What follows belongs to an exercise in optimizing a design on an open flow for small area and a short achievable clock period; a production flow would make more cautious choices. Function was not checked in any run shown here: the RTL went through the layout flow alone. Power figures rest on the tool's default switching activity, not on a simulated workload.

## flow/design.v (module list and top-level ports; edited modules follow where they fit)
// module pipeline_sum: 524 lines
module pipeline_sum (
    input clk,
    input [15:0] a, b,
    output [31:0] r
);
  // ...
==> flow/flow/run.sh <==
#!/bin/bash
set -euo pipefail
MARGIN=25.5
PLAT="$FLOW_HOME/platforms/sky130hd/config.mk"
BASE=$(sed -n '/^export DONT_USE_CELLS += /,/^#/p' "$PLAT" | grep -o 'sky130_fd_sc_hd__[a-z0-9_]*' | tr '\n' ' ')
EXTRA=""
for c in xor3_1 xor3_2 xor3_4 xnor3_1 xnor3_2 xnor3_4 maj3_1 maj3_2 maj3_4 fa_1 fa_2 fa_4 fah_1 fahcin_1 fahcon_1 ha_1 ha_2 ha_4; do
  EXTRA="$EXTRA sky130_fd_sc_hd__$c"
done
bash standard.sh SETUP_SLACK_MARGIN=$MARGIN SETUP_MOVE_SEQUENCE=sizeup,swap SKIP_GATE_CLONING=1 \
  "BUFFER_PORTS_ARGS=-buffer_cell sky130_fd_sc_hd__buf_1" \
  "DONT_USE_CELLS=$BASE$EXTRA" finish > make_finish.log 2>&1
==> flow/standard.sh <==
#!/bin/bash
# synth_recipe.tcl (not shown) runs the flow's synth.tcl, then flattens the netlist and writes it again
# the make line also repeats each setting of config.mk as NAME=value (left out here)
make -C /OpenROAD-flow-scripts/flow DESIGN_CONFIG=/design/flow/config.mk WORK_HOME=/design/flow/orfs CLKGATE_MAP_FILE= SYNTH_SCRIPT=/design/flow/synth_recipe.tcl "${@:-finish}"
==> flow/config.mk <==
export PLATFORM = sky130hd
export DESIGN_NAME = pipeline_sum
export DESIGN_NICKNAME = pipeline_sum
export VERILOG_FILES = /design/flow/design.v
export SDC_FILE = /design/flow/constraint.sdc
export NUM_CORES = 4
export LEC_CHECK = 0
export ABC_AREA = 1
export CAP_MARGIN = 20
export CORE_MARGIN = 2
export CORE_UTILIZATION = 55
export SLEW_MARGIN = 20
==> flow/constraint.sdc <==
create_clock -name core_clock -period 36.0 [get_ports {clk}]
set_input_delay 7.2000 -clock core_clock [delete_from_list [all_inputs] [get_ports {clk}]]
set_output_delay 7.2000 -clock core_clock [all_outputs]
set_load 0.01 [all_outputs]
==> results.py, run 1 <==
metrics = {
    "status": {
        "outcome": "finished clean",
    },
    "timing": {
        "worst_slack_ps": 26310,
        "final-max-slew-violation-count": 0,
        "fmax_ghz": 0.103,
        "finClkSkew_ps": 17.0,
        "rsz0062_at_grt": "false",
        "holdWs_ps": 332,
        "period_needed_ps": 9690,
        "fin_setup_tns_ps": 0,
    },
    "grt": {
        "track_usage_pct": 27.9,
        "use_met3_pct": 3.33,
        "gr-max-usage-layer": "met2",
        "antenna_found_initial": 0,
    },
    "synthesis": {
        "synthesis.area_mm2": 0.0110,
        "muxShareOfSynthArea_pct": 0.0912,
        "synth-simple-area-share_pct": 42.0,
        "yosysMostFrequentCell": "nand2_1",
        "ys_warn_count": 1,
        "synth_top_family_by_area": "simple AND/OR/NAND/NOR gates",
    },
    "detailed_routing": {
        "wl_met2_um": 14400,
        "wl_per_cell_um": 14.0,
        "vias": 11025,
        "m1WireLength_um": 13600,
        "drc": 0,
        "wl_um": 29900,
    },
    "finish": {
        "buffer_area_share_pct": 2.05,
        "num-fill-cells": 1958,
        "layout_commonest_cell": "nand2_1",
        "final_cell_mix": "nand2_1 (532), inv_1 (222), nor2_1 (215)",
        "dominant_cells": "multi-input combinational cells",
        "fin_cells": 2139,
        "seq-cell-share_pct": 19.1,
    },
    "pwr": {
        "vdd_drop_max_v": 0.0000271,
        "top_power_group": "combinational logic",
        "p_leak_nw": 5.85,
    },
    "floorplanning": {
        "ios": 65,
        "rows": 51,
        "fp.dieW_um": 145,
        "die_area_mm2": 0.0211,
    },
    "min_path": {
        "min_path_type": "register to register",
    },
    "critical_path": {
        "rr_worst_depth": 89,
        "critPathBufInv": 2,
        "r2r_slack_ps": 26560,
    },
}
==> module pipeline_sum, before the edit <==
module pipeline_sum (
    input clk,
    input [15:0] a, b,
    output [31:0] r
);
  wire [0:0] s0_r15_t = a[15:15];
  wire s0_r15_hz = ~(|b[15:1]);
  wire [1:0] s0_r15_bo;
  assign s0_r15_bo[0] = 1'b0;
  assign s0_r15_bo[1] = (s0_r15_t[0] ^ b[0]) ? b[0] : s0_r15_bo[0];
  wire s0_r15_q = s0_r15_hz & ~s0_r15_bo[1];
  wire [0:0] s0_r15_d;
  assign s0_r15_d[0] = s0_r15_t[0] ^ (s0_r15_q & (b[0] ^ s0_r15_bo[0]));
  wire [15:0] s0_r15_ra = {s0_r15_d, a[14:0]};
  wire [1:0] s0_r14_t = s0_r15_ra[15:14];
  wire s0_r14_hz = ~(|b[15:2]);
  wire [2:0] s0_r14_bo;
  assign s0_r14_bo[0] = 1'b0;
  assign s0_r14_bo[1] = (s0_r14_t[0] ^ b[0]) ? b[0] : s0_r14_bo[0];
  assign s0_r14_bo[2] = (s0_r14_t[1] ^ b[1]) ? b[1] : s0_r14_bo[1];
  wire s0_r14_q = s0_r14_hz & ~s0_r14_bo[2];
  wire [1:0] s0_r14_d;
  assign s0_r14_d[0] = s0_r14_t[0] ^ (s0_r14_q & (b[0] ^ s0_r14_bo[0]));
  assign s0_r14_d[1] = s0_r14_t[1] ^ (s0_r14_q & (b[1] ^ s0_r14_bo[1]));
  wire [15:0] s0_r14_ra = {s0_r14_d, s0_r15_ra[13:0]};
  wire [2:0] s0_r13_t = s0_r14_ra[15:13];
  wire s0_r13_hz = ~(|b[15:3]);
  wire [3:0] s0_r13_bo;
  assign s0_r13_bo[0] = 1'b0;
  assign s0_r13_bo[1] = (s0_r13_t[0] ^ b[0]) ? b[0] : s0_r13_bo[0];
  assign s0_r13_bo[2] = (s0_r13_t[1] ^ b[1]) ? b[1] : s0_r13_bo[1];
  assign s0_r13_bo[3] = (s0_r13_t[2] ^ b[2]) ? b[2] : s0_r13_bo[2];
  wire s0_r13_q = s0_r13_hz & ~s0_r13_bo[3];
  wire [2:0] s0_r13_d;
  assign s0_r13_d[0] = s0_r13_t[0] ^ (s0_r13_q & (b[0] ^ s0_r13_bo[0]));
  assign s0_r13_d[1] = s0_r13_t[1] ^ (s0_r13_q & (b[1] ^ s0_r13_bo[1]));
  assign s0_r13_d[2] = s0_r13_t[2] ^ (s0_r13_q & (b[2] ^ s0_r13_bo[2]));
  wire [15:0] s0_r13_ra = {s0_r13_d, s0_r14_ra[12:0]};
  reg [15:0] ra_c1;
  reg [15:0] bb_c1;
  reg [2:0] ah_c1;
  reg q15_c1;
  reg q14_c1;
  reg q13_c1;
  always_ff @(posedge clk) begin
    ra_c1 <= s0_r13_ra;
    bb_c1 <= b;
    ah_c1 <= a[15:13];
    q15_c1 <= s0_r15_q;
    q14_c1 <= s0_r14_q;
    q13_c1 <= s0_r13_q;
  end
  wire [3:0] s1_r12_t = ra_c1[15:12];
  wire s1_r12_hz = ~(|bb_c1[15:4]);
  wire [4:0] s1_r12_bo;
  assign s1_r12_bo[0] = 1'b0;
  assign s1_r12_bo[1] = (s1_r12_t[0] ^ bb_c1[0]) ? bb_c1[0] : s1_r12_bo[0];
  assign s1_r12_bo[2] = (s1_r12_t[1] ^ bb_c1[1]) ? bb_c1[1] : s1_r12_bo[1];
  assign s1_r12_bo[3] = (s1_r12_t[2] ^ bb_c1[2]) ? bb_c1[2] : s1_r12_bo[2];
  assign s1_r12_bo[4] = (s1_r12_t[3] ^ bb_c1[3]) ? bb_c1[3] : s1_r12_bo[3];
  wire s1_r12_q = s1_r12_hz & ~s1_r12_bo[4];
  wire [3:0] s1_r12_d;
  assign s1_r12_d[0] = s1_r12_t[0] ^ (s1_r12_q & (bb_c1[0] ^ s1_r12_bo[0]));
  assign s1_r12_d[1] = s1_r12_t[1] ^ (s1_r12_q & (bb_c1[1] ^ s1_r12_bo[1]));
  assign s1_r12_d[2] = s1_r12_t[2] ^ (s1_r12_q & (bb_c1[2] ^ s1_r12_bo[2]));
  assign s1_r12_d[3] = s1_r12_t[3] ^ (s1_r12_q & (bb_c1[3] ^ s1_r12_bo[3]));
  wire [15:0] s1_r12_ra = {s1_r12_d, ra_c1[11:0]};
  wire [4:0] s1_r11_t = s1_r12_ra[15:11];
  wire s1_r11_hz = ~(|bb_c1[15:5]);
  wire [5:0] s1_r11_bo;
  assign s1_r11_bo[0] = 1'b0;
  assign s1_r11_bo[1] = (s1_r11_t[0] ^ bb_c1[0]) ? bb_c1[0] : s1_r11_bo[0];
  assign s1_r11_bo[2] = (s1_r11_t[1] ^ bb_c1[1]) ? bb_c1[1] : s1_r11_bo[1];
  assign s1_r11_bo[3] = (s1_r11_t[2] ^ bb_c1[2]) ? bb_c1[2] : s1_r11_bo[2];
  assign s1_r11_bo[4] = (s1_r11_t[3] ^ bb_c1[3]) ? bb_c1[3] : s1_r11_bo[3];
  assign s1_r11_bo[5] = (s1_r11_t[4] ^ bb_c1[4]) ? bb_c1[4] : s1_r11_bo[4];
  wire s1_r11_q = s1_r11_hz & ~s1_r11_bo[5];
  wire [4:0] s1_r11_d;
  assign s1_r11_d[0] = s1_r11_t[0] ^ (s1_r11_q & (bb_c1[0] ^ s1_r11_bo[0]));
  assign s1_r11_d[1] = s1_r11_t[1] ^ (s1_r11_q & (bb_c1[1] ^ s1_r11_bo[1]));
  assign s1_r11_d[2] = s1_r11_t[2] ^ (s1_r11_q & (bb_c1[2] ^ s1_r11_bo[2]));
  assign s1_r11_d[3] = s1_r11_t[3] ^ (s1_r11_q & (bb_c1[3] ^ s1_r11_bo[3]));
  assign s1_r11_d[4] = s1_r11_t[4] ^ (s1_r11_q & (bb_c1[4] ^ s1_r11_bo[4]));
  wire [15:0] s1_r11_ra = {s1_r11_d, s1_r12_ra[10:0]};
  wire [5:0] s1_r10_t = s1_r11_ra[15:10];
  wire s1_r10_hz = ~(|bb_c1[15:6]);
  wire [6:0] s1_r10_bo;
  assign s1_r10_bo[0] = 1'b0;
  assign s1_r10_bo[1] = (s1_r10_t[0] ^ bb_c1[0]) ? bb_c1[0] : s1_r10_bo[0];
  assign s1_r10_bo[2] = (s1_r10_t[1] ^ bb_c1[1]) ? bb_c1[1] : s1_r10_bo[1];
  assign s1_r10_bo[3] = (s1_r10_t[2] ^ bb_c1[2]) ? bb_c1[2] : s1_r10_bo[2];
  assign s1_r10_bo[4] = (s1_r10_t[3] ^ bb_c1[3]) ? bb_c1[3] : s1_r10_bo[3];
  assign s1_r10_bo[5] = (s1_r10_t[4] ^ bb_c1[4]) ? bb_c1[4] : s1_r10_bo[4];
  assign s1_r10_bo[6] = (s1_r10_t[5] ^ bb_c1[5]) ? bb_c1[5] : s1_r10_bo[5];
  wire s1_r10_q = s1_r10_hz & ~s1_r10_bo[6];
  wire [5:0] s1_r10_d;
  assign s1_r10_d[0] = s1_r10_t[0] ^ (s1_r10_q & (bb_c1[0] ^ s1_r10_bo[0]));
  assign s1_r10_d[1] = s1_r10_t[1] ^ (s1_r10_q & (bb_c1[1] ^ s1_r10_bo[1]));
  assign s1_r10_d[2] = s1_r10_t[2] ^ (s1_r10_q & (bb_c1[2] ^ s1_r10_bo[2]));
  assign s1_r10_d[3] = s1_r10_t[3] ^ (s1_r10_q & (bb_c1[3] ^ s1_r10_bo[3]));
  assign s1_r10_d[4] = s1_r10_t[4] ^ (s1_r10_q & (bb_c1[4] ^ s1_r10_bo[4]));
  assign s1_r10_d[5] = s1_r10_t[5] ^ (s1_r10_q & (bb_c1[5] ^ s1_r10_bo[5]));
  wire [15:0] s1_r10_ra = {s1_r10_d, s1_r11_ra[9:0]};
  wire [6:0] s1_r9_t = s1_r10_ra[15:9];
  wire s1_r9_hz = ~(|bb_c1[15:7]);
  wire [7:0] s1_r9_bo;
  assign s1_r9_bo[0] = 1'b0;
  assign s1_r9_bo[1] = (s1_r9_t[0] ^ bb_c1[0]) ? bb_c1[0] : s1_r9_bo[0];
  assign s1_r9_bo[2] = (s1_r9_t[1] ^ bb_c1[1]) ? bb_c1[1] : s1_r9_bo[1];
  assign s1_r9_bo[3] = (s1_r9_t[2] ^ bb_c1[2]) ? bb_c1[2] : s1_r9_bo[2];
  assign s1_r9_bo[4] = (s1_r9_t[3] ^ bb_c1[3]) ? bb_c1[3] : s1_r9_bo[3];
  assign s1_r9_bo[5] = (s1_r9_t[4] ^ bb_c1[4]) ? bb_c1[4] : s1_r9_bo[4];
  assign s1_r9_bo[6] = (s1_r9_t[5] ^ bb_c1[5]) ? bb_c1[5] : s1_r9_bo[5];
  assign s1_r9_bo[7] = (s1_r9_t[6] ^ bb_c1[6]) ? bb_c1[6] : s1_r9_bo[6];
  wire s1_r9_q = s1_r9_hz & ~s1_r9_bo[7];
  wire [6:0] s1_r9_d;
  assign s1_r9_d[0] = s1_r9_t[0] ^ (s1_r9_q & (bb_c1[0] ^ s1_r9_bo[0]));
  assign s1_r9_d[1] = s1_r9_t[1] ^ (s1_r9_q & (bb_c1[1] ^ s1_r9_bo[1]));
  assign s1_r9_d[2] = s1_r9_t[2] ^ (s1_r9_q & (bb_c1[2] ^ s1_r9_bo[2]));
  assign s1_r9_d[3] = s1_r9_t[3] ^ (s1_r9_q & (bb_c1[3] ^ s1_r9_bo[3]));
  assign s1_r9_d[4] = s1_r9_t[4] ^ (s1_r9_q & (bb_c1[4] ^ s1_r9_bo[4]));
  assign s1_r9_d[5] = s1_r9_t[5] ^ (s1_r9_q & (bb_c1[5] ^ s1_r9_bo[5]));
  assign s1_r9_d[6] = s1_r9_t[6] ^ (s1_r9_q & (bb_c1[6] ^ s1_r9_bo[6]));
  wire [15:0] s1_r9_ra = {s1_r9_d, s1_r10_ra[8:0]};
  wire [7:0] s1_r8_t = s1_r9_ra[15:8];
  wire s1_r8_hz = ~(|bb_c1[15:8]);
  wire [8:0] s1_r8_bo;
  assign s1_r8_bo[0] = 1'b0;
  assign s1_r8_bo[1] = (s1_r8_t[0] ^ bb_c1[0]) ? bb_c1[0] : s1_r8_bo[0];
  assign s1_r8_bo[2] = (s1_r8_t[1] ^ bb_c1[1]) ? bb_c1[1] : s1_r8_bo[1];
  assign s1_r8_bo[3] = (s1_r8_t[2] ^ bb_c1[2]) ? bb_c1[2] : s1_r8_bo[2];
  assign s1_r8_bo[4] = (s1_r8_t[3] ^ bb_c1[3]) ? bb_c1[3] : s1_r8_bo[3];
  assign s1_r8_bo[5] = (s1_r8_t[4] ^ bb_c1[4]) ? bb_c1[4] : s1_r8_bo[4];
  assign s1_r8_bo[6] = (s1_r8_t[5] ^ bb_c1[5]) ? bb_c1[5] : s1_r8_bo[5];
  assign s1_r8_bo[7] = (s1_r8_t[6] ^ bb_c1[6]) ? bb_c1[6] : s1_r8_bo[6];
  assign s1_r8_bo[8] = (s1_r8_t[7] ^ bb_c1[7]) ? bb_c1[7] : s1_r8_bo[7];
  wire s1_r8_q = s1_r8_hz & ~s1_r8_bo[8];
  wire [7:0] s1_r8_d;
  assign s1_r8_d[0] = s1_r8_t[0] ^ (s1_r8_q & (bb_c1[0] ^ s1_r8_bo[0]));
  assign s1_r8_d[1] = s1_r8_t[1] ^ (s1_r8_q & (bb_c1[1] ^ s1_r8_bo[1]));
  assign s1_r8_d[2] = s1_r8_t[2] ^ (s1_r8_q & (bb_c1[2] ^ s1_r8_bo[2]));
  assign s1_r8_d[3] = s1_r8_t[3] ^ (s1_r8_q & (bb_c1[3] ^ s1_r8_bo[3]));
  assign s1_r8_d[4] = s1_r8_t[4] ^ (s1_r8_q & (bb_c1[4] ^ s1_r8_bo[4]));
  assign s1_r8_d[5] = s1_r8_t[5] ^ (s1_r8_q & (bb_c1[5] ^ s1_r8_bo[5]));
  assign s1_r8_d[6] = s1_r8_t[6] ^ (s1_r8_q & (bb_c1[6] ^ s1_r8_bo[6]));
  assign s1_r8_d[7] = s1_r8_t[7] ^ (s1_r8_q & (bb_c1[7] ^ s1_r8_bo[7]));
  wire [15:0] s1_r8_ra = {s1_r8_d, s1_r9_ra[7:0]};
  wire [8:0] s1_r7_t = s1_r8_ra[15:7];
  wire s1_r7_hz = ~(|bb_c1[15:9]);
  wire [9:0] s1_r7_bo;
  assign s1_r7_bo[0] = 1'b0;
  assign s1_r7_bo[1] = (s1_r7_t[0] ^ bb_c1[0]) ? bb_c1[0] : s1_r7_bo[0];
  assign s1_r7_bo[2] = (s1_r7_t[1] ^ bb_c1[1]) ? bb_c1[1] : s1_r7_bo[1];
  assign s1_r7_bo[3] = (s1_r7_t[2] ^ bb_c1[2]) ? bb_c1[2] : s1_r7_bo[2];
  assign s1_r7_bo[4] = (s1_r7_t[3] ^ bb_c1[3]) ? bb_c1[3] : s1_r7_bo[3];
  assign s1_r7_bo[5] = (s1_r7_t[4] ^ bb_c1[4]) ? bb_c1[4] : s1_r7_bo[4];
  assign s1_r7_bo[6] = (s1_r7_t[5] ^ bb_c1[5]) ? bb_c1[5] : s1_r7_bo[5];
  assign s1_r7_bo[7] = (s1_r7_t[6] ^ bb_c1[6]) ? bb_c1[6] : s1_r7_bo[6];
  assign s1_r7_bo[8] = (s1_r7_t[7] ^ bb_c1[7]) ? bb_c1[7] : s1_r7_bo[7];
  assign s1_r7_bo[9] = (s1_r7_t[8] ^ bb_c1[8]) ? bb_c1[8] : s1_r7_bo[8];
  wire s1_r7_q = s1_r7_hz & ~s1_r7_bo[9];
  wire [8:0] s1_r7_d;
  assign s1_r7_d[0] = s1_r7_t[0] ^ (s1_r7_q & (bb_c1[0] ^ s1_r7_bo[0]));
  assign s1_r7_d[1] = s1_r7_t[1] ^ (s1_r7_q & (bb_c1[1] ^ s1_r7_bo[1]));
  assign s1_r7_d[2] = s1_r7_t[2] ^ (s1_r7_q & (bb_c1[2] ^ s1_r7_bo[2]));
  assign s1_r7_d[3] = s1_r7_t[3] ^ (s1_r7_q & (bb_c1[3] ^ s1_r7_bo[3]));
  assign s1_r7_d[4] = s1_r7_t[4] ^ (s1_r7_q & (bb_c1[4] ^ s1_r7_bo[4]));
  assign s1_r7_d[5] = s1_r7_t[5] ^ (s1_r7_q & (bb_c1[5] ^ s1_r7_bo[5]));
  assign s1_r7_d[6] = s1_r7_t[6] ^ (s1_r7_q & (bb_c1[6] ^ s1_r7_bo[6]));
  assign s1_r7_d[7] = s1_r7_t[7] ^ (s1_r7_q & (bb_c1[7] ^ s1_r7_bo[7]));
  assign s1_r7_d[8] = s1_r7_t[8] ^ (s1_r7_q & (bb_c1[8] ^ s1_r7_bo[8]));
  wire [15:0] s1_r7_ra = {s1_r7_d, s1_r8_ra[6:0]};
  wire [9:0] s1_r6_t = s1_r7_ra[15:6];
  wire s1_r6_hz = ~(|bb_c1[15:10]);
  wire [10:0] s1_r6_bo;
  assign s1_r6_bo[0] = 1'b0;
  assign s1_r6_bo[1] = (s1_r6_t[0] ^ bb_c1[0]) ? bb_c1[0] : s1_r6_bo[0];
  assign s1_r6_bo[2] = (s1_r6_t[1] ^ bb_c1[1]) ? bb_c1[1] : s1_r6_bo[1];
  assign s1_r6_bo[3] = (s1_r6_t[2] ^ bb_c1[2]) ? bb_c1[2] : s1_r6_bo[2];
  assign s1_r6_bo[4] = (s1_r6_t[3] ^ bb_c1[3]) ? bb_c1[3] : s1_r6_bo[3];
  assign s1_r6_bo[5] = (s1_r6_t[4] ^ bb_c1[4]) ? bb_c1[4] : s1_r6_bo[4];
  assign s1_r6_bo[6] = (s1_r6_t[5] ^ bb_c1[5]) ? bb_c1[5] : s1_r6_bo[5];
  assign s1_r6_bo[7] = (s1_r6_t[6] ^ bb_c1[6]) ? bb_c1[6] : s1_r6_bo[6];
  assign s1_r6_bo[8] = (s1_r6_t[7] ^ bb_c1[7]) ? bb_c1[7] : s1_r6_bo[7];
  assign s1_r6_bo[9] = (s1_r6_t[8] ^ bb_c1[8]) ? bb_c1[8] : s1_r6_bo[8];
  assign s1_r6_bo[10] = (s1_r6_t[9] ^ bb_c1[9]) ? bb_c1[9] : s1_r6_bo[9];
  wire s1_r6_q = s1_r6_hz & ~s1_r6_bo[10];
  wire [9:0] s1_r6_d;
  assign s1_r6_d[0] = s1_r6_t[0] ^ (s1_r6_q & (bb_c1[0] ^ s1_r6_bo[0]));
  assign s1_r6_d[1] = s1_r6_t[1] ^ (s1_r6_q & (bb_c1[1] ^ s1_r6_bo[1]));
  assign s1_r6_d[2] = s1_r6_t[2] ^ (s1_r6_q & (bb_c1[2] ^ s1_r6_bo[2]));
  assign s1_r6_d[3] = s1_r6_t[3] ^ (s1_r6_q & (bb_c1[3] ^ s1_r6_bo[3]));
  assign s1_r6_d[4] = s1_r6_t[4] ^ (s1_r6_q & (bb_c1[4] ^ s1_r6_bo[4]));
  assign s1_r6_d[5] = s1_r6_t[5] ^ (s1_r6_q & (bb_c1[5] ^ s1_r6_bo[5]));
  assign s1_r6_d[6] = s1_r6_t[6] ^ (s1_r6_q & (bb_c1[6] ^ s1_r6_bo[6]));
  assign s1_r6_d[7] = s1_r6_t[7] ^ (s1_r6_q & (bb_c1[7] ^ s1_r6_bo[7]));
  assign s1_r6_d[8] = s1_r6_t[8] ^ (s1_r6_q & (bb_c1[8] ^ s1_r6_bo[8]));
  assign s1_r6_d[9] = s1_r6_t[9] ^ (s1_r6_q & (bb_c1[9] ^ s1_r6_bo[9]));
  wire [15:0] s1_r6_ra = {s1_r6_d, s1_r7_ra[5:0]};
  wire [10:0] s1_r5_t = s1_r6_ra[15:5];
  wire s1_r5_hz = ~(|bb_c1[15:11]);
  wire [11:0] s1_r5_bo;
  assign s1_r5_bo[0] = 1'b0;
  assign s1_r5_bo[1] = (s1_r5_t[0] ^ bb_c1[0]) ? bb_c1[0] : s1_r5_bo[0];
  assign s1_r5_bo[2] = (s1_r5_t[1] ^ bb_c1[1]) ? bb_c1[1] : s1_r5_bo[1];
  assign s1_r5_bo[3] = (s1_r5_t[2] ^ bb_c1[2]) ? bb_c1[2] : s1_r5_bo[2];
  assign s1_r5_bo[4] = (s1_r5_t[3] ^ bb_c1[3]) ? bb_c1[3] : s1_r5_bo[3];
  assign s1_r5_bo[5] = (s1_r5_t[4] ^ bb_c1[4]) ? bb_c1[4] : s1_r5_bo[4];
  assign s1_r5_bo[6] = (s1_r5_t[5] ^ bb_c1[5]) ? bb_c1[5] : s1_r5_bo[5];
  assign s1_r5_bo[7] = (s1_r5_t[6] ^ bb_c1[6]) ? bb_c1[6] : s1_r5_bo[6];
  assign s1_r5_bo[8] = (s1_r5_t[7] ^ bb_c1[7]) ? bb_c1[7] : s1_r5_bo[7];
  assign s1_r5_bo[9] = (s1_r5_t[8] ^ bb_c1[8]) ? bb_c1[8] : s1_r5_bo[8];
  assign s1_r5_bo[10] = (s1_r5_t[9] ^ bb_c1[9]) ? bb_c1[9] : s1_r5_bo[9];
  assign s1_r5_bo[11] = (s1_r5_t[10] ^ bb_c1[10]) ? bb_c1[10] : s1_r5_bo[10];
  wire [11:5] s1_r5_s_gu;
  assign s1_r5_s_gu[5] = 1'b0;
  assign s1_r5_s_gu[6] = (s1_r5_t[5] ^ bb_c1[5]) ? bb_c1[5] : s1_r5_s_gu[5];
  assign s1_r5_s_gu[7] = (s1_r5_t[6] ^ bb_c1[6]) ? bb_c1[6] : s1_r5_s_gu[6];
  assign s1_r5_s_gu[8] = (s1_r5_t[7] ^ bb_c1[7]) ? bb_c1[7] : s1_r5_s_gu[7];
  assign s1_r5_s_gu[9] = (s1_r5_t[8] ^ bb_c1[8]) ? bb_c1[8] : s1_r5_s_gu[8];
  assign s1_r5_s_gu[10] = (s1_r5_t[9] ^ bb_c1[9]) ? bb_c1[9] : s1_r5_s_gu[9];
  assign s1_r5_s_gu[11] = (s1_r5_t[10] ^ bb_c1[10]) ? bb_c1[10] : s1_r5_s_gu[10];
  wire s1_r5_s_pu = ~(|(s1_r5_t[10:5] ^ {bb_c1[10], bb_c1[9], bb_c1[8], bb_c1[7], bb_c1[6], bb_c1[5]}));
  wire s1_r5_bf = s1_r5_s_gu[11] | (s1_r5_s_pu & s1_r5_bo[5]);
  wire s1_r5_q = s1_r5_hz & ~s1_r5_bf;
  wire [10:0] s1_r5_d;
  assign s1_r5_d[0] = s1_r5_t[0] ^ (s1_r5_q & (bb_c1[0] ^ s1_r5_bo[0]));
  assign s1_r5_d[1] = s1_r5_t[1] ^ (s1_r5_q & (bb_c1[1] ^ s1_r5_bo[1]));
  assign s1_r5_d[2] = s1_r5_t[2] ^ (s1_r5_q & (bb_c1[2] ^ s1_r5_bo[2]));
  assign s1_r5_d[3] = s1_r5_t[3] ^ (s1_r5_q & (bb_c1[3] ^ s1_r5_bo[3]));
  assign s1_r5_d[4] = s1_r5_t[4] ^ (s1_r5_q & (bb_c1[4] ^ s1_r5_bo[4]));
  assign s1_r5_d[5] = s1_r5_t[5] ^ (s1_r5_q & (bb_c1[5] ^ s1_r5_bo[5]));
  assign s1_r5_d[6] = s1_r5_t[6] ^ (s1_r5_q & (bb_c1[6] ^ s1_r5_bo[6]));
  assign s1_r5_d[7] = s1_r5_t[7] ^ (s1_r5_q & (bb_c1[7] ^ s1_r5_bo[7]));
  assign s1_r5_d[8] = s1_r5_t[8] ^ (s1_r5_q & (bb_c1[8] ^ s1_r5_bo[8]));
  assign s1_r5_d[9] = s1_r5_t[9] ^ (s1_r5_q & (bb_c1[9] ^ s1_r5_bo[9]));
  assign s1_r5_d[10] = s1_r5_t[10] ^ (s1_r5_q & (bb_c1[10] ^ s1_r5_bo[10]));
  wire [15:0] s1_r5_ra = {s1_r5_d, s1_r6_ra[4:0]};
  reg [15:0] ra_c2;
  reg [15:0] bb_c2;
  reg [10:0] ah_c2;
  reg q15_c2;
  reg q14_c2;
  reg q13_c2;
  reg q12_c2;
  reg q11_c2;
  reg q10_c2;
  reg q9_c2;
  reg q8_c2;
  reg q7_c2;
  reg q6_c2;
  reg q5_c2;
  always_ff @(posedge clk) begin
    ra_c2 <= s1_r5_ra;
    bb_c2 <= bb_c1;
    ah_c2 <= {ah_c1, ra_c1[12:5]};
    q15_c2 <= q15_c1;
    q14_c2 <= q14_c1;
    q13_c2 <= q13_c1;
    q12_c2 <= s1_r12_q;
    q11_c2 <= s1_r11_q;
    q10_c2 <= s1_r10_q;
    q9_c2 <= s1_r9_q;
    q8_c2 <= s1_r8_q;
    q7_c2 <= s1_r7_q;
    q6_c2 <= s1_r6_q;
    q5_c2 <= s1_r5_q;
  end
  wire [15:0] xa = {ah_c2, ra_c2[4:0]};
  wire [15:0] sh = (bb_c2[15:4] == 12'd0) ? (xa << bb_c2[3:0]) : 16'd0;
  wire [17:0] xs = {2'b0, xa | bb_c2} + {2'b0, xa ^ bb_c2} + {2'b0, sh};
  wire [17:0] ym2 = xs + {1'b0, 1'b0, q15_c2, q14_c2, q13_c2, q12_c2, q11_c2, q10_c2, q9_c2, q8_c2, q7_c2, q6_c2, q5_c2, 1'b0, 1'b0, 1'b0, 1'b0, 1'b0};
  wire [11:0] s2_r4_t = ra_c2[15:4];
  wire s2_r4_hz = ~(|bb_c2[15:12]);
  wire [12:0] s2_r4_bo;
  assign s2_r4_bo[0] = 1'b0;
  assign s2_r4_bo[1] = (s2_r4_t[0] ^ bb_c2[0]) ? bb_c2[0] : s2_r4_bo[0];
  assign s2_r4_bo[2] = (s2_r4_t[1] ^ bb_c2[1]) ? bb_c2[1] : s2_r4_bo[1];
  assign s2_r4_bo[3] = (s2_r4_t[2] ^ bb_c2[2]) ? bb_c2[2] : s2_r4_bo[2];
  assign s2_r4_bo[4] = (s2_r4_t[3] ^ bb_c2[3]) ? bb_c2[3] : s2_r4_bo[3];
  assign s2_r4_bo[5] = (s2_r4_t[4] ^ bb_c2[4]) ? bb_c2[4] : s2_r4_bo[4];
  assign s2_r4_bo[6] = (s2_r4_t[5] ^ bb_c2[5]) ? bb_c2[5] : s2_r4_bo[5];
  assign s2_r4_bo[7] = (s2_r4_t[6] ^ bb_c2[6]) ? bb_c2[6] : s2_r4_bo[6];
  assign s2_r4_bo[8] = (s2_r4_t[7] ^ bb_c2[7]) ? bb_c2[7] : s2_r4_bo[7];
  assign s2_r4_bo[9] = (s2_r4_t[8] ^ bb_c2[8]) ? bb_c2[8] : s2_r4_bo[8];
  assign s2_r4_bo[10] = (s2_r4_t[9] ^ bb_c2[9]) ? bb_c2[9] : s2_r4_bo[9];
  assign s2_r4_bo[11] = (s2_r4_t[10] ^ bb_c2[10]) ? bb_c2[10] : s2_r4_bo[10];
  assign s2_r4_bo[12] = (s2_r4_t[11] ^ bb_c2[11]) ? bb_c2[11] : s2_r4_bo[11];
  wire [12:6] s2_r4_s_gu;
  assign s2_r4_s_gu[6] = 1'b0;
  assign s2_r4_s_gu[7] = (s2_r4_t[6] ^ bb_c2[6]) ? bb_c2[6] : s2_r4_s_gu[6];
  assign s2_r4_s_gu[8] = (s2_r4_t[7] ^ bb_c2[7]) ? bb_c2[7] : s2_r4_s_gu[7];
  assign s2_r4_s_gu[9] = (s2_r4_t[8] ^ bb_c2[8]) ? bb_c2[8] : s2_r4_s_gu[8];
  assign s2_r4_s_gu[10] = (s2_r4_t[9] ^ bb_c2[9]) ? bb_c2[9] : s2_r4_s_gu[9];
  assign s2_r4_s_gu[11] = (s2_r4_t[10] ^ bb_c2[10]) ? bb_c2[10] : s2_r4_s_gu[10];
  assign s2_r4_s_gu[12] = (s2_r4_t[11] ^ bb_c2[11]) ? bb_c2[11] : s2_r4_s_gu[11];
  wire s2_r4_s_pu = ~(|(s2_r4_t[11:6] ^ {bb_c2[11], bb_c2[10], bb_c2[9], bb_c2[8], bb_c2[7], bb_c2[6]}));
  wire s2_r4_bf = s2_r4_s_gu[12] | (s2_r4_s_pu & s2_r4_bo[6]);
  wire s2_r4_q = s2_r4_hz & ~s2_r4_bf;
  wire [11:0] s2_r4_d;
  assign s2_r4_d[0] = s2_r4_t[0] ^ (s2_r4_q & (bb_c2[0] ^ s2_r4_bo[0]));
  assign s2_r4_d[1] = s2_r4_t[1] ^ (s2_r4_q & (bb_c2[1] ^ s2_r4_bo[1]));
  assign s2_r4_d[2] = s2_r4_t[2] ^ (s2_r4_q & (bb_c2[2] ^ s2_r4_bo[2]));
  assign s2_r4_d[3] = s2_r4_t[3] ^ (s2_r4_q & (bb_c2[3] ^ s2_r4_bo[3]));
  assign s2_r4_d[4] = s2_r4_t[4] ^ (s2_r4_q & (bb_c2[4] ^ s2_r4_bo[4]));
  assign s2_r4_d[5] = s2_r4_t[5] ^ (s2_r4_q & (bb_c2[5] ^ s2_r4_bo[5]));
  assign s2_r4_d[6] = s2_r4_t[6] ^ (s2_r4_q & (bb_c2[6] ^ s2_r4_bo[6]));
  assign s2_r4_d[7] = s2_r4_t[7] ^ (s2_r4_q & (bb_c2[7] ^ s2_r4_bo[7]));
  assign s2_r4_d[8] = s2_r4_t[8] ^ (s2_r4_q & (bb_c2[8] ^ s2_r4_bo[8]));
  assign s2_r4_d[9] = s2_r4_t[9] ^ (s2_r4_q & (bb_c2[9] ^ s2_r4_bo[9]));
  assign s2_r4_d[10] = s2_r4_t[10] ^ (s2_r4_q & (bb_c2[10] ^ s2_r4_bo[10]));
  assign s2_r4_d[11] = s2_r4_t[11] ^ (s2_r4_q & (bb_c2[11] ^ s2_r4_bo[11]));
  wire [15:0] s2_r4_ra = {s2_r4_d, ra_c2[3:0]};
  wire [12:0] s2_r3_t = s2_r4_ra[15:3];
  wire s2_r3_hz = ~(|bb_c2[15:13]);
  wire [13:0] s2_r3_bo;
  assign s2_r3_bo[0] = 1'b0;
  assign s2_r3_bo[1] = (s2_r3_t[0] ^ bb_c2[0]) ? bb_c2[0] : s2_r3_bo[0];
  assign s2_r3_bo[2] = (s2_r3_t[1] ^ bb_c2[1]) ? bb_c2[1] : s2_r3_bo[1];
  assign s2_r3_bo[3] = (s2_r3_t[2] ^ bb_c2[2]) ? bb_c2[2] : s2_r3_bo[2];
  assign s2_r3_bo[4] = (s2_r3_t[3] ^ bb_c2[3]) ? bb_c2[3] : s2_r3_bo[3];
  assign s2_r3_bo[5] = (s2_r3_t[4] ^ bb_c2[4]) ? bb_c2[4] : s2_r3_bo[4];
  assign s2_r3_bo[6] = (s2_r3_t[5] ^ bb_c2[5]) ? bb_c2[5] : s2_r3_bo[5];
  assign s2_r3_bo[7] = (s2_r3_t[6] ^ bb_c2[6]) ? bb_c2[6] : s2_r3_bo[6];
  assign s2_r3_bo[8] = (s2_r3_t[7] ^ bb_c2[7]) ? bb_c2[7] : s2_r3_bo[7];
  assign s2_r3_bo[9] = (s2_r3_t[8] ^ bb_c2[8]) ? bb_c2[8] : s2_r3_bo[8];
  assign s2_r3_bo[10] = (s2_r3_t[9] ^ bb_c2[9]) ? bb_c2[9] : s2_r3_bo[9];
  assign s2_r3_bo[11] = (s2_r3_t[10] ^ bb_c2[10]) ? bb_c2[10] : s2_r3_bo[10];
  assign s2_r3_bo[12] = (s2_r3_t[11] ^ bb_c2[11]) ? bb_c2[11] : s2_r3_bo[11];
  assign s2_r3_bo[13] = (s2_r3_t[12] ^ bb_c2[12]) ? bb_c2[12] : s2_r3_bo[12];
  wire [13:6] s2_r3_s_gu;
  assign s2_r3_s_gu[6] = 1'b0;
  assign s2_r3_s_gu[7] = (s2_r3_t[6] ^ bb_c2[6]) ? bb_c2[6] : s2_r3_s_gu[6];
  assign s2_r3_s_gu[8] = (s2_r3_t[7] ^ bb_c2[7]) ? bb_c2[7] : s2_r3_s_gu[7];
  assign s2_r3_s_gu[9] = (s2_r3_t[8] ^ bb_c2[8]) ? bb_c2[8] : s2_r3_s_gu[8];
  assign s2_r3_s_gu[10] = (s2_r3_t[9] ^ bb_c2[9]) ? bb_c2[9] : s2_r3_s_gu[9];
  assign s2_r3_s_gu[11] = (s2_r3_t[10] ^ bb_c2[10]) ? bb_c2[10] : s2_r3_s_gu[10];
  assign s2_r3_s_gu[12] = (s2_r3_t[11] ^ bb_c2[11]) ? bb_c2[11] : s2_r3_s_gu[11];
  assign s2_r3_s_gu[13] = (s2_r3_t[12] ^ bb_c2[12]) ? bb_c2[12] : s2_r3_s_gu[12];
  wire s2_r3_s_pu = ~(|(s2_r3_t[12:6] ^ {bb_c2[12], bb_c2[11], bb_c2[10], bb_c2[9], bb_c2[8], bb_c2[7], bb_c2[6]}));
  wire s2_r3_bf = s2_r3_s_gu[13] | (s2_r3_s_pu & s2_r3_bo[6]);
  wire s2_r3_q = s2_r3_hz & ~s2_r3_bf;
  wire [12:0] s2_r3_d;
  assign s2_r3_d[0] = s2_r3_t[0] ^ (s2_r3_q & (bb_c2[0] ^ s2_r3_bo[0]));
  assign s2_r3_d[1] = s2_r3_t[1] ^ (s2_r3_q & (bb_c2[1] ^ s2_r3_bo[1]));
  assign s2_r3_d[2] = s2_r3_t[2] ^ (s2_r3_q & (bb_c2[2] ^ s2_r3_bo[2]));
  assign s2_r3_d[3] = s2_r3_t[3] ^ (s2_r3_q & (bb_c2[3] ^ s2_r3_bo[3]));
  assign s2_r3_d[4] = s2_r3_t[4] ^ (s2_r3_q & (bb_c2[4] ^ s2_r3_bo[4]));
  assign s2_r3_d[5] = s2_r3_t[5] ^ (s2_r3_q & (bb_c2[5] ^ s2_r3_bo[5]));
  assign s2_r3_d[6] = s2_r3_t[6] ^ (s2_r3_q & (bb_c2[6] ^ s2_r3_bo[6]));
  assign s2_r3_d[7] = s2_r3_t[7] ^ (s2_r3_q & (bb_c2[7] ^ s2_r3_bo[7]));
  assign s2_r3_d[8] = s2_r3_t[8] ^ (s2_r3_q & (bb_c2[8] ^ s2_r3_bo[8]));
  assign s2_r3_d[9] = s2_r3_t[9] ^ (s2_r3_q & (bb_c2[9] ^ s2_r3_bo[9]));
  assign s2_r3_d[10] = s2_r3_t[10] ^ (s2_r3_q & (bb_c2[10] ^ s2_r3_bo[10]));
  assign s2_r3_d[11] = s2_r3_t[11] ^ (s2_r3_q & (bb_c2[11] ^ s2_r3_bo[11]));
  assign s2_r3_d[12] = s2_r3_t[12] ^ (s2_r3_q & (bb_c2[12] ^ s2_r3_bo[12]));
  wire [15:0] s2_r3_ra = {s2_r3_d, s2_r4_ra[2:0]};
  wire [13:0] s2_r2_t = s2_r3_ra[15:2];
  wire s2_r2_hz = ~(|bb_c2[15:14]);
  wire [14:0] s2_r2_bo;
  assign s2_r2_bo[0] = 1'b0;
  assign s2_r2_bo[1] = (s2_r2_t[0] ^ bb_c2[0]) ? bb_c2[0] : s2_r2_bo[0];
  assign s2_r2_bo[2] = (s2_r2_t[1] ^ bb_c2[1]) ? bb_c2[1] : s2_r2_bo[1];
  assign s2_r2_bo[3] = (s2_r2_t[2] ^ bb_c2[2]) ? bb_c2[2] : s2_r2_bo[2];
  assign s2_r2_bo[4] = (s2_r2_t[3] ^ bb_c2[3]) ? bb_c2[3] : s2_r2_bo[3];
  assign s2_r2_bo[5] = (s2_r2_t[4] ^ bb_c2[4]) ? bb_c2[4] : s2_r2_bo[4];
  assign s2_r2_bo[6] = (s2_r2_t[5] ^ bb_c2[5]) ? bb_c2[5] : s2_r2_bo[5];
  assign s2_r2_bo[7] = (s2_r2_t[6] ^ bb_c2[6]) ? bb_c2[6] : s2_r2_bo[6];
  assign s2_r2_bo[8] = (s2_r2_t[7] ^ bb_c2[7]) ? bb_c2[7] : s2_r2_bo[7];
  assign s2_r2_bo[9] = (s2_r2_t[8] ^ bb_c2[8]) ? bb_c2[8] : s2_r2_bo[8];
  assign s2_r2_bo[10] = (s2_r2_t[9] ^ bb_c2[9]) ? bb_c2[9] : s2_r2_bo[9];
  assign s2_r2_bo[11] = (s2_r2_t[10] ^ bb_c2[10]) ? bb_c2[10] : s2_r2_bo[10];
  assign s2_r2_bo[12] = (s2_r2_t[11] ^ bb_c2[11]) ? bb_c2[11] : s2_r2_bo[11];
  assign s2_r2_bo[13] = (s2_r2_t[12] ^ bb_c2[12]) ? bb_c2[12] : s2_r2_bo[12];
  assign s2_r2_bo[14] = (s2_r2_t[13] ^ bb_c2[13]) ? bb_c2[13] : s2_r2_bo[13];
  wire [14:7] s2_r2_s_gu;
  assign s2_r2_s_gu[7] = 1'b0;
  assign s2_r2_s_gu[8] = (s2_r2_t[7] ^ bb_c2[7]) ? bb_c2[7] : s2_r2_s_gu[7];
  assign s2_r2_s_gu[9] = (s2_r2_t[8] ^ bb_c2[8]) ? bb_c2[8] : s2_r2_s_gu[8];
  assign s2_r2_s_gu[10] = (s2_r2_t[9] ^ bb_c2[9]) ? bb_c2[9] : s2_r2_s_gu[9];
  assign s2_r2_s_gu[11] = (s2_r2_t[10] ^ bb_c2[10]) ? bb_c2[10] : s2_r2_s_gu[10];
  assign s2_r2_s_gu[12] = (s2_r2_t[11] ^ bb_c2[11]) ? bb_c2[11] : s2_r2_s_gu[11];
  assign s2_r2_s_gu[13] = (s2_r2_t[12] ^ bb_c2[12]) ? bb_c2[12] : s2_r2_s_gu[12];
  assign s2_r2_s_gu[14] = (s2_r2_t[13] ^ bb_c2[13]) ? bb_c2[13] : s2_r2_s_gu[13];
  wire s2_r2_s_pu = ~(|(s2_r2_t[13:7] ^ {bb_c2[13], bb_c2[12], bb_c2[11], bb_c2[10], bb_c2[9], bb_c2[8], bb_c2[7]}));
  wire s2_r2_bf = s2_r2_s_gu[14] | (s2_r2_s_pu & s2_r2_bo[7]);
  wire s2_r2_q = s2_r2_hz & ~s2_r2_bf;
  wire [13:0] s2_r2_d;
  assign s2_r2_d[0] = s2_r2_t[0] ^ (s2_r2_q & (bb_c2[0] ^ s2_r2_bo[0]));
  assign s2_r2_d[1] = s2_r2_t[1] ^ (s2_r2_q & (bb_c2[1] ^ s2_r2_bo[1]));
  assign s2_r2_d[2] = s2_r2_t[2] ^ (s2_r2_q & (bb_c2[2] ^ s2_r2_bo[2]));
  assign s2_r2_d[3] = s2_r2_t[3] ^ (s2_r2_q & (bb_c2[3] ^ s2_r2_bo[3]));
  assign s2_r2_d[4] = s2_r2_t[4] ^ (s2_r2_q & (bb_c2[4] ^ s2_r2_bo[4]));
  assign s2_r2_d[5] = s2_r2_t[5] ^ (s2_r2_q & (bb_c2[5] ^ s2_r2_bo[5]));
  assign s2_r2_d[6] = s2_r2_t[6] ^ (s2_r2_q & (bb_c2[6] ^ s2_r2_bo[6]));
  assign s2_r2_d[7] = s2_r2_t[7] ^ (s2_r2_q & (bb_c2[7] ^ s2_r2_bo[7]));
  assign s2_r2_d[8] = s2_r2_t[8] ^ (s2_r2_q & (bb_c2[8] ^ s2_r2_bo[8]));
  assign s2_r2_d[9] = s2_r2_t[9] ^ (s2_r2_q & (bb_c2[9] ^ s2_r2_bo[9]));
  assign s2_r2_d[10] = s2_r2_t[10] ^ (s2_r2_q & (bb_c2[10] ^ s2_r2_bo[10]));
  assign s2_r2_d[11] = s2_r2_t[11] ^ (s2_r2_q & (bb_c2[11] ^ s2_r2_bo[11]));
  assign s2_r2_d[12] = s2_r2_t[12] ^ (s2_r2_q & (bb_c2[12] ^ s2_r2_bo[12]));
  assign s2_r2_d[13] = s2_r2_t[13] ^ (s2_r2_q & (bb_c2[13] ^ s2_r2_bo[13]));
  wire [15:0] s2_r2_ra = {s2_r2_d, s2_r3_ra[1:0]};
  wire [15:0] s2_x4_t = s2_r2_ra;
  wire [17:0] s2_x4_b1 = {2'b0, bb_c2};
  wire [17:0] s2_x4_b2 = {1'b0, bb_c2, 1'b0};
  wire [17:0] s2_x4_b3 = s2_x4_b1 + s2_x4_b2;
  wire [16:0] s2_x4_c1;
  assign s2_x4_c1[0] = 1'b0;
  assign s2_x4_c1[1] = (s2_x4_t[0] ^ s2_x4_b1[0]) ? s2_x4_b1[0] : s2_x4_c1[0];
  assign s2_x4_c1[2] = (s2_x4_t[1] ^ s2_x4_b1[1]) ? s2_x4_b1[1] : s2_x4_c1[1];
  assign s2_x4_c1[3] = (s2_x4_t[2] ^ s2_x4_b1[2]) ? s2_x4_b1[2] : s2_x4_c1[2];
  assign s2_x4_c1[4] = (s2_x4_t[3] ^ s2_x4_b1[3]) ? s2_x4_b1[3] : s2_x4_c1[3];
  assign s2_x4_c1[5] = (s2_x4_t[4] ^ s2_x4_b1[4]) ? s2_x4_b1[4] : s2_x4_c1[4];
  assign s2_x4_c1[6] = (s2_x4_t[5] ^ s2_x4_b1[5]) ? s2_x4_b1[5] : s2_x4_c1[5];
  assign s2_x4_c1[7] = (s2_x4_t[6] ^ s2_x4_b1[6]) ? s2_x4_b1[6] : s2_x4_c1[6];
  assign s2_x4_c1[8] = (s2_x4_t[7] ^ s2_x4_b1[7]) ? s2_x4_b1[7] : s2_x4_c1[7];
  assign s2_x4_c1[9] = (s2_x4_t[8] ^ s2_x4_b1[8]) ? s2_x4_b1[8] : s2_x4_c1[8];
  assign s2_x4_c1[10] = (s2_x4_t[9] ^ s2_x4_b1[9]) ? s2_x4_b1[9] : s2_x4_c1[9];
  assign s2_x4_c1[11] = (s2_x4_t[10] ^ s2_x4_b1[10]) ? s2_x4_b1[10] : s2_x4_c1[10];
  assign s2_x4_c1[12] = (s2_x4_t[11] ^ s2_x4_b1[11]) ? s2_x4_b1[11] : s2_x4_c1[11];
  assign s2_x4_c1[13] = (s2_x4_t[12] ^ s2_x4_b1[12]) ? s2_x4_b1[12] : s2_x4_c1[12];
  assign s2_x4_c1[14] = (s2_x4_t[13] ^ s2_x4_b1[13]) ? s2_x4_b1[13] : s2_x4_c1[13];
  assign s2_x4_c1[15] = (s2_x4_t[14] ^ s2_x4_b1[14]) ? s2_x4_b1[14] : s2_x4_c1[14];
  assign s2_x4_c1[16] = (s2_x4_t[15] ^ s2_x4_b1[15]) ? s2_x4_b1[15] : s2_x4_c1[15];
  wire [16:8] s2_x4_k1_gu;
  assign s2_x4_k1_gu[8] = 1'b0;
  assign s2_x4_k1_gu[9] = (s2_x4_t[8] ^ s2_x4_b1[8]) ? s2_x4_b1[8] : s2_x4_k1_gu[8];
  assign s2_x4_k1_gu[10] = (s2_x4_t[9] ^ s2_x4_b1[9]) ? s2_x4_b1[9] : s2_x4_k1_gu[9];
  assign s2_x4_k1_gu[11] = (s2_x4_t[10] ^ s2_x4_b1[10]) ? s2_x4_b1[10] : s2_x4_k1_gu[10];
  assign s2_x4_k1_gu[12] = (s2_x4_t[11] ^ s2_x4_b1[11]) ? s2_x4_b1[11] : s2_x4_k1_gu[11];
  assign s2_x4_k1_gu[13] = (s2_x4_t[12] ^ s2_x4_b1[12]) ? s2_x4_b1[12] : s2_x4_k1_gu[12];
  assign s2_x4_k1_gu[14] = (s2_x4_t[13] ^ s2_x4_b1[13]) ? s2_x4_b1[13] : s2_x4_k1_gu[13];
  assign s2_x4_k1_gu[15] = (s2_x4_t[14] ^ s2_x4_b1[14]) ? s2_x4_b1[14] : s2_x4_k1_gu[14];
  assign s2_x4_k1_gu[16] = (s2_x4_t[15] ^ s2_x4_b1[15]) ? s2_x4_b1[15] : s2_x4_k1_gu[15];
  wire s2_x4_k1_pu = ~(|(s2_x4_t[15:8] ^ {s2_x4_b1[15], s2_x4_b1[14], s2_x4_b1[13], s2_x4_b1[12], s2_x4_b1[11], s2_x4_b1[10], s2_x4_b1[9], s2_x4_b1[8]}));
  wire s2_x4_ge1 = ~(|s2_x4_b1[17:16]) & ~(s2_x4_k1_gu[16] | (s2_x4_k1_pu & s2_x4_c1[8]));
  wire [16:0] s2_x4_c2;
  assign s2_x4_c2[0] = 1'b0;
  assign s2_x4_c2[1] = (s2_x4_t[0] ^ s2_x4_b2[0]) ? s2_x4_b2[0] : s2_x4_c2[0];
  assign s2_x4_c2[2] = (s2_x4_t[1] ^ s2_x4_b2[1]) ? s2_x4_b2[1] : s2_x4_c2[1];
  assign s2_x4_c2[3] = (s2_x4_t[2] ^ s2_x4_b2[2]) ? s2_x4_b2[2] : s2_x4_c2[2];
  assign s2_x4_c2[4] = (s2_x4_t[3] ^ s2_x4_b2[3]) ? s2_x4_b2[3] : s2_x4_c2[3];
  assign s2_x4_c2[5] = (s2_x4_t[4] ^ s2_x4_b2[4]) ? s2_x4_b2[4] : s2_x4_c2[4];
  assign s2_x4_c2[6] = (s2_x4_t[5] ^ s2_x4_b2[5]) ? s2_x4_b2[5] : s2_x4_c2[5];
  assign s2_x4_c2[7] = (s2_x4_t[6] ^ s2_x4_b2[6]) ? s2_x4_b2[6] : s2_x4_c2[6];
  assign s2_x4_c2[8] = (s2_x4_t[7] ^ s2_x4_b2[7]) ? s2_x4_b2[7] : s2_x4_c2[7];
  assign s2_x4_c2[9] = (s2_x4_t[8] ^ s2_x4_b2[8]) ? s2_x4_b2[8] : s2_x4_c2[8];
  assign s2_x4_c2[10] = (s2_x4_t[9] ^ s2_x4_b2[9]) ? s2_x4_b2[9] : s2_x4_c2[9];
  assign s2_x4_c2[11] = (s2_x4_t[10] ^ s2_x4_b2[10]) ? s2_x4_b2[10] : s2_x4_c2[10];
  assign s2_x4_c2[12] = (s2_x4_t[11] ^ s2_x4_b2[11]) ? s2_x4_b2[11] : s2_x4_c2[11];
  assign s2_x4_c2[13] = (s2_x4_t[12] ^ s2_x4_b2[12]) ? s2_x4_b2[12] : s2_x4_c2[12];
  assign s2_x4_c2[14] = (s2_x4_t[13] ^ s2_x4_b2[13]) ? s2_x4_b2[13] : s2_x4_c2[13];
  assign s2_x4_c2[15] = (s2_x4_t[14] ^ s2_x4_b2[14]) ? s2_x4_b2[14] : s2_x4_c2[14];
  assign s2_x4_c2[16] = (s2_x4_t[15] ^ s2_x4_b2[15]) ? s2_x4_b2[15] : s2_x4_c2[15];
  wire [16:8] s2_x4_k2_gu;
  assign s2_x4_k2_gu[8] = 1'b0;
  assign s2_x4_k2_gu[9] = (s2_x4_t[8] ^ s2_x4_b2[8]) ? s2_x4_b2[8] : s2_x4_k2_gu[8];
  assign s2_x4_k2_gu[10] = (s2_x4_t[9] ^ s2_x4_b2[9]) ? s2_x4_b2[9] : s2_x4_k2_gu[9];
  assign s2_x4_k2_gu[11] = (s2_x4_t[10] ^ s2_x4_b2[10]) ? s2_x4_b2[10] : s2_x4_k2_gu[10];
  assign s2_x4_k2_gu[12] = (s2_x4_t[11] ^ s2_x4_b2[11]) ? s2_x4_b2[11] : s2_x4_k2_gu[11];
  assign s2_x4_k2_gu[13] = (s2_x4_t[12] ^ s2_x4_b2[12]) ? s2_x4_b2[12] : s2_x4_k2_gu[12];
  assign s2_x4_k2_gu[14] = (s2_x4_t[13] ^ s2_x4_b2[13]) ? s2_x4_b2[13] : s2_x4_k2_gu[13];
  assign s2_x4_k2_gu[15] = (s2_x4_t[14] ^ s2_x4_b2[14]) ? s2_x4_b2[14] : s2_x4_k2_gu[14];
  assign s2_x4_k2_gu[16] = (s2_x4_t[15] ^ s2_x4_b2[15]) ? s2_x4_b2[15] : s2_x4_k2_gu[15];
  wire s2_x4_k2_pu = ~(|(s2_x4_t[15:8] ^ {s2_x4_b2[15], s2_x4_b2[14], s2_x4_b2[13], s2_x4_b2[12], s2_x4_b2[11], s2_x4_b2[10], s2_x4_b2[9], s2_x4_b2[8]}));
  wire s2_x4_ge2 = ~(|s2_x4_b2[17:16]) & ~(s2_x4_k2_gu[16] | (s2_x4_k2_pu & s2_x4_c2[8]));
  wire [16:0] s2_x4_c3;
  assign s2_x4_c3[0] = 1'b0;
  assign s2_x4_c3[1] = (s2_x4_t[0] ^ s2_x4_b3[0]) ? s2_x4_b3[0] : s2_x4_c3[0];
  assign s2_x4_c3[2] = (s2_x4_t[1] ^ s2_x4_b3[1]) ? s2_x4_b3[1] : s2_x4_c3[1];
  assign s2_x4_c3[3] = (s2_x4_t[2] ^ s2_x4_b3[2]) ? s2_x4_b3[2] : s2_x4_c3[2];
  assign s2_x4_c3[4] = (s2_x4_t[3] ^ s2_x4_b3[3]) ? s2_x4_b3[3] : s2_x4_c3[3];
  assign s2_x4_c3[5] = (s2_x4_t[4] ^ s2_x4_b3[4]) ? s2_x4_b3[4] : s2_x4_c3[4];
  assign s2_x4_c3[6] = (s2_x4_t[5] ^ s2_x4_b3[5]) ? s2_x4_b3[5] : s2_x4_c3[5];
  assign s2_x4_c3[7] = (s2_x4_t[6] ^ s2_x4_b3[6]) ? s2_x4_b3[6] : s2_x4_c3[6];
  assign s2_x4_c3[8] = (s2_x4_t[7] ^ s2_x4_b3[7]) ? s2_x4_b3[7] : s2_x4_c3[7];
  assign s2_x4_c3[9] = (s2_x4_t[8] ^ s2_x4_b3[8]) ? s2_x4_b3[8] : s2_x4_c3[8];
  assign s2_x4_c3[10] = (s2_x4_t[9] ^ s2_x4_b3[9]) ? s2_x4_b3[9] : s2_x4_c3[9];
  assign s2_x4_c3[11] = (s2_x4_t[10] ^ s2_x4_b3[10]) ? s2_x4_b3[10] : s2_x4_c3[10];
  assign s2_x4_c3[12] = (s2_x4_t[11] ^ s2_x4_b3[11]) ? s2_x4_b3[11] : s2_x4_c3[11];
  assign s2_x4_c3[13] = (s2_x4_t[12] ^ s2_x4_b3[12]) ? s2_x4_b3[12] : s2_x4_c3[12];
  assign s2_x4_c3[14] = (s2_x4_t[13] ^ s2_x4_b3[13]) ? s2_x4_b3[13] : s2_x4_c3[13];
  assign s2_x4_c3[15] = (s2_x4_t[14] ^ s2_x4_b3[14]) ? s2_x4_b3[14] : s2_x4_c3[14];
  assign s2_x4_c3[16] = (s2_x4_t[15] ^ s2_x4_b3[15]) ? s2_x4_b3[15] : s2_x4_c3[15];
  wire [16:8] s2_x4_k3_gu;
  assign s2_x4_k3_gu[8] = 1'b0;
  assign s2_x4_k3_gu[9] = (s2_x4_t[8] ^ s2_x4_b3[8]) ? s2_x4_b3[8] : s2_x4_k3_gu[8];
  assign s2_x4_k3_gu[10] = (s2_x4_t[9] ^ s2_x4_b3[9]) ? s2_x4_b3[9] : s2_x4_k3_gu[9];
  assign s2_x4_k3_gu[11] = (s2_x4_t[10] ^ s2_x4_b3[10]) ? s2_x4_b3[10] : s2_x4_k3_gu[10];
  assign s2_x4_k3_gu[12] = (s2_x4_t[11] ^ s2_x4_b3[11]) ? s2_x4_b3[11] : s2_x4_k3_gu[11];
  assign s2_x4_k3_gu[13] = (s2_x4_t[12] ^ s2_x4_b3[12]) ? s2_x4_b3[12] : s2_x4_k3_gu[12];
  assign s2_x4_k3_gu[14] = (s2_x4_t[13] ^ s2_x4_b3[13]) ? s2_x4_b3[13] : s2_x4_k3_gu[13];
  assign s2_x4_k3_gu[15] = (s2_x4_t[14] ^ s2_x4_b3[14]) ? s2_x4_b3[14] : s2_x4_k3_gu[14];
  assign s2_x4_k3_gu[16] = (s2_x4_t[15] ^ s2_x4_b3[15]) ? s2_x4_b3[15] : s2_x4_k3_gu[15];
  wire s2_x4_k3_pu = ~(|(s2_x4_t[15:8] ^ {s2_x4_b3[15], s2_x4_b3[14], s2_x4_b3[13], s2_x4_b3[12], s2_x4_b3[11], s2_x4_b3[10], s2_x4_b3[9], s2_x4_b3[8]}));
  wire s2_x4_ge3 = ~(|s2_x4_b3[17:16]) & ~(s2_x4_k3_gu[16] | (s2_x4_k3_pu & s2_x4_c3[8]));
  wire s2_x4_q1 = s2_x4_ge2;
  wire s2_x4_q0 = s2_x4_q1 ? s2_x4_ge3 : s2_x4_ge1;
  wire [10:0] ml = {1'b0, ym2[9:0]} + {1'b0, 1'b0, 1'b0, 1'b0, 1'b0, 1'b0, s2_r4_q, s2_r3_q, s2_r2_q, 1'b0, 1'b0};
  wire lc1 = ml[0] & s2_x4_q0;
  wire lc2 = (ml[1] & s2_x4_q1) | ((ml[1] | s2_x4_q1) & lc1);
  wire [10:0] lo7;
  assign lo7[0] = ml[0] ^ s2_x4_q0;
  assign lo7[1] = ml[1] ^ s2_x4_q1 ^ lc1;
  assign lo7[2] = ml[2] ^ (lc2 & (1'b1));
  assign lo7[3] = ml[3] ^ (lc2 & (&ml[2:2]));
  assign lo7[4] = ml[4] ^ (lc2 & (&ml[3:2]));
  assign lo7[5] = ml[5] ^ (lc2 & (&ml[4:2]));
  assign lo7[6] = ml[6] ^ (lc2 & (&ml[5:2]));
  assign lo7[7] = ml[7] ^ (lc2 & (&ml[6:2]));
  assign lo7[8] = ml[8] ^ (lc2 & (&ml[7:2]));
  assign lo7[9] = ml[9] ^ (lc2 & (&ml[8:2]));
  assign lo7[10] = ml[10] ^ (lc2 & (&ml[9:2]));
  wire [7:0] h0 = ym2[17:10];
  reg [10:0] lo_c3;
  reg [7:0] hi_c3;
  always_ff @(posedge clk) begin
    lo_c3 <= lo7;
    hi_c3 <= h0;
  end
  wire [7:0] hs = hi_c3 + {7'd0, lo_c3[10]};
  assign r = {14'd0, hs, lo_c3[9:0]};
endmodule
==> run 2, diff against run 1 <==
--- a/flow/design.v
+++ b/flow/design.v
@@ -498,8 +498,8 @@
   wire s2_x4_q1 = s2_x4_ge2;
   wire s2_x4_q0 = s2_x4_q1 ? s2_x4_ge3 : s2_x4_ge1;
-  wire [10:0] ml = {1'b0, ym2[9:0]} + {1'b0, 1'b0, 1'b0, 1'b0, 1'b0, 1'b0, s2_r4_q, s2_r3_q, s2_r2_q, 1'b0, 1'b0};
+  wire [8:0] ml = {1'b0, ym2[7:0]} + {1'b0, 1'b0, 1'b0, 1'b0, s2_r4_q, s2_r3_q, s2_r2_q, 1'b0, 1'b0};
   wire lc1 = ml[0] & s2_x4_q0;
   wire lc2 = (ml[1] & s2_x4_q1) | ((ml[1] | s2_x4_q1) & lc1);
-  wire [10:0] lo7;
+  wire [8:0] lo7;
   assign lo7[0] = ml[0] ^ s2_x4_q0;
   assign lo7[1] = ml[1] ^ s2_x4_q1 ^ lc1;
@@ -511,14 +511,12 @@
   assign lo7[7] = ml[7] ^ (lc2 & (&ml[6:2]));
   assign lo7[8] = ml[8] ^ (lc2 & (&ml[7:2]));
-  assign lo7[9] = ml[9] ^ (lc2 & (&ml[8:2]));
-  assign lo7[10] = ml[10] ^ (lc2 & (&ml[9:2]));
-  wire [7:0] h0 = ym2[17:10];
-  reg [10:0] lo_c3;
-  reg [7:0] hi_c3;
+  wire [9:0] h0 = ym2[17:8];
+  reg [8:0] lo_c3;
+  reg [9:0] hi_c3;
   always_ff @(posedge clk) begin
     lo_c3 <= lo7;
     hi_c3 <= h0;
   end
-  wire [7:0] hs = hi_c3 + {7'd0, lo_c3[10]};
-  assign r = {14'd0, hs, lo_c3[9:0]};
+  wire [9:0] hs = hi_c3 + {9'd0, lo_c3[8]};
+  assign r = {14'd0, hs, lo_c3[7:0]};
 endmodule
--- a/flow/flow/run.sh
+++ b/flow/flow/run.sh
@@ -5,5 +5,5 @@
 BASE=$(sed -n '/^export DONT_USE_CELLS += /,/^#/p' "$PLAT" | grep -o 'sky130_fd_sc_hd__[a-z0-9_]*' | tr '\n' ' ')
 EXTRA=""
-for c in xor3_1 xor3_2 xor3_4 xnor3_1 xnor3_2 xnor3_4 maj3_1 maj3_2 maj3_4 fa_1 fa_2 fa_4 fah_1 fahcin_1 fahcon_1 ha_1 ha_2 ha_4; do
+for c in maj3_1 maj3_2 maj3_4 fa_1 fa_2 fa_4 fah_1 fahcin_1 fahcon_1 ha_1 ha_2 ha_4; do
   EXTRA="$EXTRA sky130_fd_sc_hd__$c"
 done
==> run 2 against run 1 <==
Still clean on timing, DRC and antenna. First-iteration DRC count down 23%. Wire length down 5.6%. Clock-buffer cell count increased by 1. Register-to-register slack improved by 120 ps. Non-clock buffer count is 3 lower. Fmax is 3.3% higher. Global-route usage is 1.5 points lower. Final cell count decreased by 1.8%. Critical endpoint is now r[17]. Highest routed layer unchanged.
==> results.py, run 2 <==
metrics = {
    "timing": {
        "holdWs_ps": 330,
        "fmax_ghz": 0.107,
        "rsz0062_at_grt": "false",
        "final-max-slew-violation-count": 0,
        "period_needed_ps": 9380,
        "worst_slack_ps": 26620,
        "finClkSkew_ps": 9.38,
        "fin_setup_tns_ps": 0,
    },
    "finish": {
        "layout_commonest_cell": "nand2_1",
        "layout-drive-gt1-share_pct": 10.3,
        "final_cell_mix": "nand2_1 (501), nor2_1 (222), inv_1 (211)",
        "fin_cells": 2100,
        "fin_util_pct": 57.8,
        "antenna_cells": 0,
        "fin_area_mm2": 0.0116,
        "nets": 1858,
    },
    "critical_path": {
        "worst_ep_arrival_time_ps": 2180,
        "timing.rr.start": "bb_c1[8]",
        "crit_slowest_cell": "dfxtp_1",
        "cpPeakStageDelay_ps": 330,
        "critPathBufInv": 3,
        "rr_worst_depth": 79,
        "critPathKind": "register to output pin",
        "cp_top_family": "simple AND/OR/NAND/NOR gates",
        "cp.required_ps": 28800,
        "cp_common_cell": "nand2_1",
        "worstPathCellList": "nand2_1 -> nor2_1 -> nand2_1 -> inv_1 -> nand2_1 -> inv_1 -> nand2_1 -> nor2_1 -> and2_1 -> nand2_1 -> nor2_1 -> xor2_1 -> buf_1",
        "r2r_slack_ps": 26680,
    },
    "detailed_routing": {
        "drc": 0,
        "vias_per_cell": 5.06,
        "ant_nets": 0,
        "vias": 10634,
        "wl_per_cell_um": 13.4,
        "wl_um": 28200,
    },
    "synthesis": {
        "yosysMostFrequentCell": "nand2_1",
        "seq_area_frac_synth_pct": 19.9,
        "ys_warn_count": 1,
        "synthArstFlopShare_pct": 0,
        "synth_top_area_share_pct": 19.9,
        "avgSynthCellArea_um2": 6.17,
        "synth-seq-cells": 111,
        "synth_ff_type": "dfxtp_1",
        "synthesis.area_mm2": 0.0112,
        "yosys-top-cells-area": "dfxtp_1 (20%), nand2_1 (17%), xor2_1 (9.4%)",
    },
    "pwr": {
        "p_leak_nw": 5.87,
        "vdd_drop_max_v": 0.0000254,
    },
    "status": {
        "outcome": "finished clean",
    },
    "floorplanning": {
        "ios": 65,
        "die_area_mm2": 0.0215,
        "core-area_mm2": 0.0201,
        "rows": 52,
        "dieHeight_um": 147,
        "fp.dieW_um": 147,
    },
    "cts": {
        "clockBufferDepth": 2,
        "htreeDepth": 3,
        "cts_hold_buffers": 0,
        "clkTransAtPathRegs_ps": 80,
        "worstSkewPairLatency_ps": 360,
        "tritoncts": "yes",
        "cts_resized": 0,
    },
    "placed_design": {
        "dp_hpwl_um": 23000,
    },
    "grt": {
        "antenna_found_initial": 0,
        "grt_max_degree": 25,
        "grt_pass1_wl_um": 46300,
        "gr-total-overflow": 0,
        "track_usage_pct": 26.4,
    },
    "min_path": {
        "min_path_type": "register to register",
        "hold_end": "q14_c2",
        "hold_depth": 0,
        "min-delay-start": "q14_c1",
    },
    "run": {
        "cap_viol_max_count": 0,
    },
}
-- run 2: cell count changes after synthesis, sizes merged, moves of 4 or more --
cell / change
inv: -6
nor4: +4
xor2: +8
nor3: -5
nand4: -6
nor2: +10
clkbuf: +6
xnor3: +5
o21ai: -7
nand2: -34
o211ai: -4
xnor2: -4
-- run 2: routing by layer --
metal,part of all wire (%),wire [um],GRT usage (%)
met5,0,0,0
met4,2.6,737,8.16
met3,4.8,1350,3.53
met2,46,12800,43.6
met1,47,13300,35.8
-- run 2: layout make-up --
class | instances | area (um2)
Fill cell | 2054 | 8490
Clock inverter | 6 | 108
Sequential cell | 111 | 2230
Inverter | 247 | 943
Timing Repair Buffer | 54 | 218
Clock buffer | 10 | 229
Tap cell | 270 | 338
Multi-Input combinational cell | 1402 | 7540
-- run 2: cells by family (layout without fill, tap and decap cells) --
kind of cell / Yosys count / count (layout) / share of synthesized area [%]
muxes: 3 / 3 / 0.269
other: 1 / 14 / 0.0335
buffers and inverters: 313 / 317 / 13.3
and+or+nand+nor: 1024 / 1024 / 40.7
AOI/OAI and AO/OA: 187 / 187 / 10.8
xor gates and xnor gates: 174 / 174 / 15.1
DFF: 111 / 111 / 19.9
-- run 2: how the worst max path moves through the flow --
| stage | from | endpoint | slack (ps) | cells after the start |
|---|---|---|---|---|
| floorplan | b[9] | ra_c1[14] | 26920 | 14 |
| global placement | b[9] | ra_c1[14] | 26250 | 15 |
| detailed placement | b[6] | ra_c1[14] | 26240 | 15 |
| CTS | bb_c1[6] | ra_c2[11] | 26280 | 76 |
| global route | bb_c2[0] | lo_c3[7] | 25550 | 70 |
| finish | lo_c3[8] | r[17] | 26620 | 13 |
-- run 2: where the power goes --
group | total [mW] | switching (mW) | leakage [nW] | internal, mW
logic | 0.145 | 0.0920 | 4.78 | 0.0533
registers | 0.148 | 0.0128 | 0.931 | 0.135
clock network | 0.114 | 0.0511 | 0.164 | 0.0630
total | 0.408 | 0.156 | 5.87 | 0.252

-- re-timing with driven ports --
No port has a modelled driver above. Below, the same layouts with a new extraction and two added sets of constraints. Step 1, drivers: a clkbuf_16 drives clk and a buf_2 each remaining input, both assumed. Step 2 also shifts input and output timing later by t, the mid clock arrival at the registers, as if the neighbouring blocks saw the same clock. Slacks: ideal ports / drivers / drivers and shift; pairs: ideal ports / drivers.
| run | t (ns) | setup WS [ns] | worst slew at a driven data input, ns |
|---|---|---|---|
| run 1 | 0.405 | 26.308 / 26.333 / 25.927 | 0.04 |
| run 2 | 0.407 | 26.621 / 26.570 / 26.249 | 0.04 |
After both steps setup and hold are still met in every run listed. The setup slack of run 1, which loses most, moves by +0.025 ns with the drivers and by -0.381 ns with both steps.
